From an optimization exercise on the open Yosys and OpenROAD flow, aimed at small area; shortcuts taken in it are not production practice. At most, simulation tests tie the RTL to the original design; equivalence was not proved. Power and IR drop assume default switching activity.

== run D ==
==> flow/design.v <==
`default_nettype none
module led_fa(input a, input b, input c, output s, output co);
	assign s = a ^ b ^ c;
	assign co = (a & b) | (c & (a ^ b));
endmodule
module led_ha(input a, input b, output s, output co);
	assign s = a ^ b;
	assign co = a & b;
endmodule
module led_slice #(parameter U0 = 0) (    
	input clk,
	input rot,
	input rotn,    
	input run,
	input runn,    
	input l,
	input cu_i,
	input cdn_i,
	output cu_o,
	output cdn_o
);
	reg u, dn, zn;
	wire su, sdn;
	generate if (U0) begin : h
		led_ha fu (u, l, su, cu_o);
	end else begin : f
		led_fa fu (u, l, cu_i, su, cu_o);
	end endgenerate
	led_fa fd (dn, l, cdn_i, sdn, cdn_o);
	always @(posedge clk) begin
		u <= ~rotn & ~zn | run & su;
		dn <= (~rot | ~su) & (runn | sdn);
		zn <= (rotn | sdn) & (runn | zn);
	end
endmodule
module led_cycler(
	input clk,
	input rst,
	input tick,
	input rst_d,
	input tick_d,
	input [16:0] g0,       
	input [16:8] g1,       
	input g1z,             
	output [2:0] is_u,     
	output [2:0] is_d,     
	output cu,             
	output cd              
);
parameter SOFFSET = 0;
parameter SSTART = 0;
	localparam LO = 8;
	localparam HI = 16 - LO;
	localparam [16:0] LAST = 17'd65536 - SOFFSET;    
	localparam [15:0] K1 = SOFFSET;                   
	localparam [15:0] K2 = SOFFSET - 1;               
	reg first0, w0, first1, w1;
	reg [1:0] ph;
	reg done;
	wire done0 = (g0 == LAST);
	always @(posedge clk) begin
		if (rst) begin
			first0 <= 1'b1;
			w0 <= 1'b0;
		end else if (tick) begin
			if (done0) begin
				first0 <= 1'b0;
				w0 <= (SOFFSET != 0);
			end else if (g0[16]) begin
				w0 <= 1'b0;
			end
		end
		first1 <= first0;
		w1 <= w0;
		done <= done0;
		if (rst_d)
			ph <= SSTART;
		else if (tick_d & done)
			ph <= (ph == 2'd2) ? 2'd0 : ph + 2'd1;
	end
	wire [15:0] k0 = {16{~first0}} & (w0 ? K2 : K1);
	wire [15:0] k1 = {16{~first1}} & (w1 ? K2 : K1);
	wire [16:0] cl;
	wire [15:0] lv;
	wire [LO:0] lv0;
	reg l_mid, cl_mid;
	assign cl[0] = 1'b0;
	genvar j;
	generate for (j = 0; j < 16; j = j + 1) begin : gl
		wire ga = j <= LO ? g0[j] : g1[j];
		wire kb = j <= LO ? k0[j] : k1[j];
		wire ci = j == LO + 1 ? cl_mid : cl[j];
		wire s;
		if (SOFFSET == 0) begin : z
			assign s = ga;
			assign cl[j+1] = 1'b0;
		end else if (j == 0) begin : b0
			if (K1[0] | (K2[0] & (SOFFSET != 0))) begin : h
				led_ha ha (ga, kb, s, cl[j+1]);
			end else begin : w
				assign s = ga;
				assign cl[j+1] = 1'b0;
			end
		end else if (K1[j] | (K2[j] & (SOFFSET != 0))) begin : f
			led_fa fa (ga, kb, ci, s, cl[j+1]);
		end else begin : h
			led_ha ha (ga, ci, s, cl[j+1]);
		end
		if (j <= LO) begin : lo
			assign lv0[j] = s;
			if (j < LO) begin : lo2
				assign lv[j] = s;
			end else begin : mid
				assign lv[j] = l_mid;
			end
		end else begin : hi
			assign lv[j] = s;
		end
	end endgenerate
	wire chg_n = ~rst & tick & done0;        
	wire chg = ~rst_d & tick_d & done;       
	wire lo_rot = ~rst & chg_n;
	wire lo_run = ~rst & ~chg_n;
	wire hi_rot = ~rst_d & chg;
	wire hi_run = ~rst_d & ~chg;
	wire [16:0] cuc, cdc;     
	reg cu_mid, cd_mid;
	assign cuc[0] = 1'b0;
	assign cdc[0] = ~first0;     
	generate for (j = 0; j < 16; j = j + 1) begin : gs
		if (j < LO) begin : lo
			led_slice #(.U0(j == 0)) sl (clk, lo_rot, ~lo_rot, lo_run, ~lo_run, lv[j],
				cuc[j], cdc[j], cuc[j+1], cdc[j+1]);
		end else begin : hi
			led_slice sl (clk, hi_rot, ~hi_rot, hi_run, ~hi_run, lv[j],
				j == LO ? cu_mid : cuc[j], j == LO ? cd_mid : cdc[j],
				cuc[j+1], cdc[j+1]);
		end
	end endgenerate
	always @(posedge clk) begin
		l_mid <= lv0[LO];
		cl_mid <= cl[LO+1];
		cu_mid <= cuc[LO];
		cd_mid <= cdc[LO];
	end
	assign cu = cuc[16];
	assign cd = ~cdc[16];
	wire zf = first1 & g1z;
	assign is_u = {ph == 2'd0, ph == 2'd2, ph == 2'd1};
	assign is_d = {ph == 2'd1, ph == 2'd0, ph == 2'd2} & {3{~zf}};
endmodule
module rgb_led(
	input  clk,
	input  rst,
	input  tick,
	output [10:0] ledc,
	output [2:0] leda
);
	reg rst_d, tick_d;
	always @(posedge clk) begin
		rst_d <= rst;
		tick_d <= tick;
	end
	reg [16:0] g0;
	reg [16:8] g1;
	reg g1z;
	always @(posedge clk) begin
		g0 <= rst ? 17'd0 : ~tick ? g0 : g0[16] ? 17'd0 : g0 + 17'd1;
		g1 <= g0[16:8];
		g1z <= ~|g0[15:0];
	end
	wire [2:0] iu [0:10];
	wire [2:0] id [0:10];
	wire [10:0] cu, cd;
	led_cycler #(.SOFFSET(0),     .SSTART(0)) ledcyc0  (clk, rst, tick, rst_d, tick_d, g0, g1, g1z, iu[0],  id[0],  cu[0],  cd[0]);
	led_cycler #(.SOFFSET(17873), .SSTART(0)) ledcyc1  (clk, rst, tick, rst_d, tick_d, g0, g1, g1z, iu[1],  id[1],  cu[1],  cd[1]);
	led_cycler #(.SOFFSET(35746), .SSTART(0)) ledcyc2  (clk, rst, tick, rst_d, tick_d, g0, g1, g1z, iu[2],  id[2],  cu[2],  cd[2]);
	led_cycler #(.SOFFSET(53619), .SSTART(0)) ledcyc3  (clk, rst, tick, rst_d, tick_d, g0, g1, g1z, iu[3],  id[3],  cu[3],  cd[3]);
	led_cycler #(.SOFFSET(5957),  .SSTART(1)) ledcyc4  (clk, rst, tick, rst_d, tick_d, g0, g1, g1z, iu[4],  id[4],  cu[4],  cd[4]);
	led_cycler #(.SOFFSET(23830), .SSTART(1)) ledcyc5  (clk, rst, tick, rst_d, tick_d, g0, g1, g1z, iu[5],  id[5],  cu[5],  cd[5]);
	led_cycler #(.SOFFSET(41704), .SSTART(1)) ledcyc6  (clk, rst, tick, rst_d, tick_d, g0, g1, g1z, iu[6],  id[6],  cu[6],  cd[6]);
	led_cycler #(.SOFFSET(59577), .SSTART(1)) ledcyc7  (clk, rst, tick, rst_d, tick_d, g0, g1, g1z, iu[7],  id[7],  cu[7],  cd[7]);
	led_cycler #(.SOFFSET(11915), .SSTART(2)) ledcyc8  (clk, rst, tick, rst_d, tick_d, g0, g1, g1z, iu[8],  id[8],  cu[8],  cd[8]);
	led_cycler #(.SOFFSET(29788), .SSTART(2)) ledcyc9  (clk, rst, tick, rst_d, tick_d, g0, g1, g1z, iu[9],  id[9],  cu[9],  cd[9]);
	led_cycler #(.SOFFSET(47661), .SSTART(2)) ledcyc10 (clk, rst, tick, rst_d, tick_d, g0, g1, g1z, iu[10], id[10], cu[10], cd[10]);
	reg [9:0] timer;
	reg [1:0] col;
	always @(posedge clk) begin
		if (rst) begin
			timer <= 0;
			col <= 2'd3;
		end else begin
			timer <= timer + 1'b1;
			case (col)
				2'd3: col <= 2'd0;
				2'd0: if (timer == 0) col <= 2'd1;
				2'd1: if (timer == 0) col <= 2'd2;
				default: if (timer == 0) col <= 2'd0;
			endcase
		end
	end
	wire [2:0] leda_w = {col == 2'd2, col == 2'd1, col[1] == col[0]};
	localparam R = 0, G = 1, B = 2;
	localparam [21:0] MAP0 = {2'd1, 2'd1, 2'd0, 2'd0, 2'd2, 2'd2, 2'd1, 2'd2, 2'd1, 2'd2, 2'd1};
	localparam [21:0] MAP1 = {2'd0, 2'd0, 2'd1, 2'd1, 2'd0, 2'd0, 2'd0, 2'd0, 2'd0, 2'd0, 2'd0};
	localparam [21:0] MAP2 = {2'd2, 2'd2, 2'd2, 2'd2, 2'd1, 2'd1, 2'd2, 2'd1, 2'd2, 2'd1, 2'd2};
	reg [10:0] led_out_latch;
	wire [10:0] latch_n;
	genvar i;
	generate for (i = 0; i < 11; i = i + 1) begin : gled
		wire [2:0] u = iu[i];
		wire [2:0] d = id[i];
		wire su = leda_w[0] & u[MAP0[2*i +: 2]] | leda_w[1] & u[MAP1[2*i +: 2]] | leda_w[2] & u[MAP2[2*i +: 2]];
		wire sd = leda_w[0] & d[MAP0[2*i +: 2]] | leda_w[1] & d[MAP1[2*i +: 2]] | leda_w[2] & d[MAP2[2*i +: 2]];
		wire su_r = su & ~rst, sd_r = sd & ~rst, one = rst_d & ~rst;
		assign latch_n[i] = su_r & cu[i] | sd_r & cd[i] | one;
	end endgenerate
	always @(posedge clk)
		led_out_latch <= latch_n;
	assign ledc = led_out_latch;
	assign leda = leda_w;
endmodule  
==> flow/config.mk <==
export PLATFORM = sky130hd
export DESIGN_NAME = rgb_led
export DESIGN_NICKNAME = rgb_led
export VERILOG_FILES = /design/flow/design.v
export SDC_FILE = /design/flow/constraint.sdc
export NUM_CORES = 4
export LEC_CHECK = 0
export CAP_MARGIN = 20
export CORE_MARGIN = 2
export CORE_UTILIZATION = 72
export CTS_BUF_LIST = sky130_fd_sc_hd__clkbuf_8
export CTS_CLUSTER_DIAMETER = 80
export CTS_CLUSTER_SIZE = 14
export GPL_TIMING_DRIVEN = 0
export PLACE_DENSITY = 0.8
export SLEW_MARGIN = 20
export SYNTH_HIERARCHICAL = 1
export SYNTH_MINIMUM_KEEP_SIZE = 0
==> flow/constraint.sdc <==
create_clock -name core_clock -period 5.0 [get_ports {clk}]
set_input_delay 1.0000 -clock core_clock [delete_from_list [all_inputs] [get_ports {clk}]]
set_output_delay 1.0000 -clock core_clock [all_outputs]
set_load 0.01 [all_outputs]
run.sh (not shown) runs the stock make flow with config.mk's settings and CLKGATE_MAP_FILE= SYNTH_SCRIPT=/design/flow/synth_recipe.tcl, a recipe that flattens the netlist after the stock synthesis.
Run D went all the way through synthesis, placement and routing and the layout is clean on timing, DRC and antenna.
> inputs changed (run D -> run E)
==> flow/design.v, changed modules only <==
module led_slice #(parameter U0 = 0) (    
	input clk,
	input rot,
	input run,
	input lu,
	input ld,
	input cu_i,
	input cd_i,
	output cu_o,
	output cd_o
);
	reg u, d, z;
	wire su, sd;
	generate if (U0) begin : h
		led_ha fu (u, lu, su, cu_o);
	end else begin : f
		led_fa fu (u, lu, cu_i, su, cu_o);
	end endgenerate
	led_fa fd (d, ld, cd_i, sd, cd_o);
	always @(posedge clk) begin
		u <= rot & z | run & su;
		d <= rot & su | run & sd;
		z <= rot & sd | run & z;
	end
endmodule
module led_cycler(
	input clk,
	input rst,
	input tick,
	input rst_d,
	input tick_d,
	input [16:0] g0,       
	input [16:8] g1,       
	input g1z,             
	output [2:0] is_u,     
	output [2:0] is_d,     
	output cu,             
	output cd              
);
parameter SOFFSET = 0;
parameter SSTART = 0;
	localparam LO = 8;
	localparam HI = 16 - LO;
	localparam [16:0] LAST = 17'd65536 - SOFFSET;    
	localparam [15:0] K1 = SOFFSET;                   
	localparam [15:0] K2 = SOFFSET - 1;               
	reg first0, w0, first1, w1;
	reg [1:0] ph;
	reg done;
	wire done0 = (g0 == LAST);
	always @(posedge clk) begin
		if (rst) begin
			first0 <= 1'b1;
			w0 <= 1'b0;
		end else if (tick) begin
			if (done0) begin
				first0 <= 1'b0;
				w0 <= (SOFFSET != 0);
			end else if (g0[16]) begin
				w0 <= 1'b0;
			end
		end
		first1 <= first0;
		w1 <= w0;
		done <= done0;
		if (rst_d)
			ph <= SSTART;
		else if (tick_d & done)
			ph <= (ph == 2'd2) ? 2'd0 : ph + 2'd1;
	end
	wire [15:0] k0 = {16{~first0}} & (w0 ? K2 : K1);
	wire [15:0] k1 = {16{~first1}} & (w1 ? K2 : K1);
	wire [16:0] cl;
	wire [15:0] lv;
	wire [LO:0] lv0;
	reg l_mid, cl_mid;
	assign cl[0] = 1'b0;
	genvar j;
	generate for (j = 0; j < 16; j = j + 1) begin : gl
		wire ga = j <= LO ? g0[j] : g1[j];
		wire kb = j <= LO ? k0[j] : k1[j];
		wire ci = j == LO + 1 ? cl_mid : cl[j];
		wire s;
		if (SOFFSET == 0) begin : z
			assign s = ga;
			assign cl[j+1] = 1'b0;
		end else if (j == 0) begin : b0
			if (K1[0] | (K2[0] & (SOFFSET != 0))) begin : h
				led_ha ha (ga, kb, s, cl[j+1]);
			end else begin : w
				assign s = ga;
				assign cl[j+1] = 1'b0;
			end
		end else if (K1[j] | (K2[j] & (SOFFSET != 0))) begin : f
			led_fa fa (ga, kb, ci, s, cl[j+1]);
		end else begin : h
			led_ha ha (ga, ci, s, cl[j+1]);
		end
		if (j <= LO) begin : lo
			assign lv0[j] = s;
			if (j < LO) begin : lo2
				assign lv[j] = s;
			end else begin : mid
				assign lv[j] = l_mid;
			end
		end else begin : hi
			assign lv[j] = s;
		end
	end endgenerate
	wire chg_n = ~rst & tick & done0;        
	wire chg = ~rst_d & tick_d & done;       
	wire lo_rot = ~rst & chg_n;
	wire lo_run = ~rst & ~chg_n;
	wire hi_rot = ~rst_d & chg;
	wire hi_run = ~rst_d & ~chg;
	wire [16:0] cuc, cdc;
	reg cu_mid, cd_mid;
	assign cuc[0] = 1'b0;
	assign cdc[0] = first0;      
	generate for (j = 0; j < 16; j = j + 1) begin : gs
		if (j < LO) begin : lo
			led_slice #(.U0(j == 0)) sl (clk, lo_rot, lo_run, lv[j], ~lv[j],
				cuc[j], cdc[j], cuc[j+1], cdc[j+1]);
		end else begin : hi
			led_slice sl (clk, hi_rot, hi_run, lv[j], ~lv[j],
				j == LO ? cu_mid : cuc[j], j == LO ? cd_mid : cdc[j],
				cuc[j+1], cdc[j+1]);
		end
	end endgenerate
	always @(posedge clk) begin
		l_mid <= lv0[LO];
		cl_mid <= cl[LO+1];
		cu_mid <= cuc[LO];
		cd_mid <= cdc[LO];
	end
	assign cu = cuc[16];
	assign cd = cdc[16];
	wire zf = first1 & g1z;
	assign is_u = {ph == 2'd0, ph == 2'd2, ph == 2'd1};
	assign is_d = {ph == 2'd1, ph == 2'd0, ph == 2'd2} & {3{~zf}};
endmodule
Notes after the runs:
Destination of the critical timing path = ledcyc9.gs[7].lo.sl.d: run E; destination of the critical timing path = led_out_latch[8]: run D. Compared with run D, routed wire length per instance in run E decreased by a little under 10%. As of run E, power of the combinational group had fallen by a few percent compared to run D. dfxtp_4 as the standard cell with the maximum stage delay on the critical path was reported by run D, and dfxtp_2 by run E. Fmax essentially unchanged between run D and run E. Looking at run E and run D, the clock network contribution to total cell area is a wash. Going from run D to run E, shortest clock period the worst path allows after layout shrinks by 13 ps. Compared with run D, final design area excluding fillers in run E increased slightly. Higher non-clock buffer count among run E and run D: run E. Critical path depth: run E vs run D down 1. As of run E, total power per unit cell area had fallen by a few percent compared to run D. Going from run D to run E, total inserted antenna cells fell by 1; final total power fell by 0.000045 W; worst-skew pair later-pin latency stayed essentially flat; number of design-rule violations left by the first detailed-router iteration rose by 59.
No functional check of the RTL was part of run E.

==> what the ideal ports hide <==
The results above use ideal ports. As a check the final layouts listed here were re-extracted and re-timed, cells and wires unchanged.
Step 1 assumes that a clkbuf_16 drives the clock port and a buf_2 every other input.
Step 2 adds t to the input delays and takes it off the output delays; t is the mean of the earliest and latest rising clock arrival at the registers after step 1. Input paths then give back, and output paths get back, about the clock's delay inside the block.
Three values: ideal, step 1, step 2; two values: the first two.
run | t, ns | setup slack, ns | hold WS [ns] | slew at the worst register clock pin (ns) | worst slew at a driven data input, ns
run D | 0.731 | 0.106 / 0.106 / 0.106 | 0.383 / 0.383 / 0.383 | 0.10 / 0.10 | 0.03
run E | 0.732 | 0.119 / 0.119 / 0.119 | 0.405 / 0.405 / 0.405 | 0.10 / 0.10 | 0.05
After both steps setup and hold are still met in every run listed.
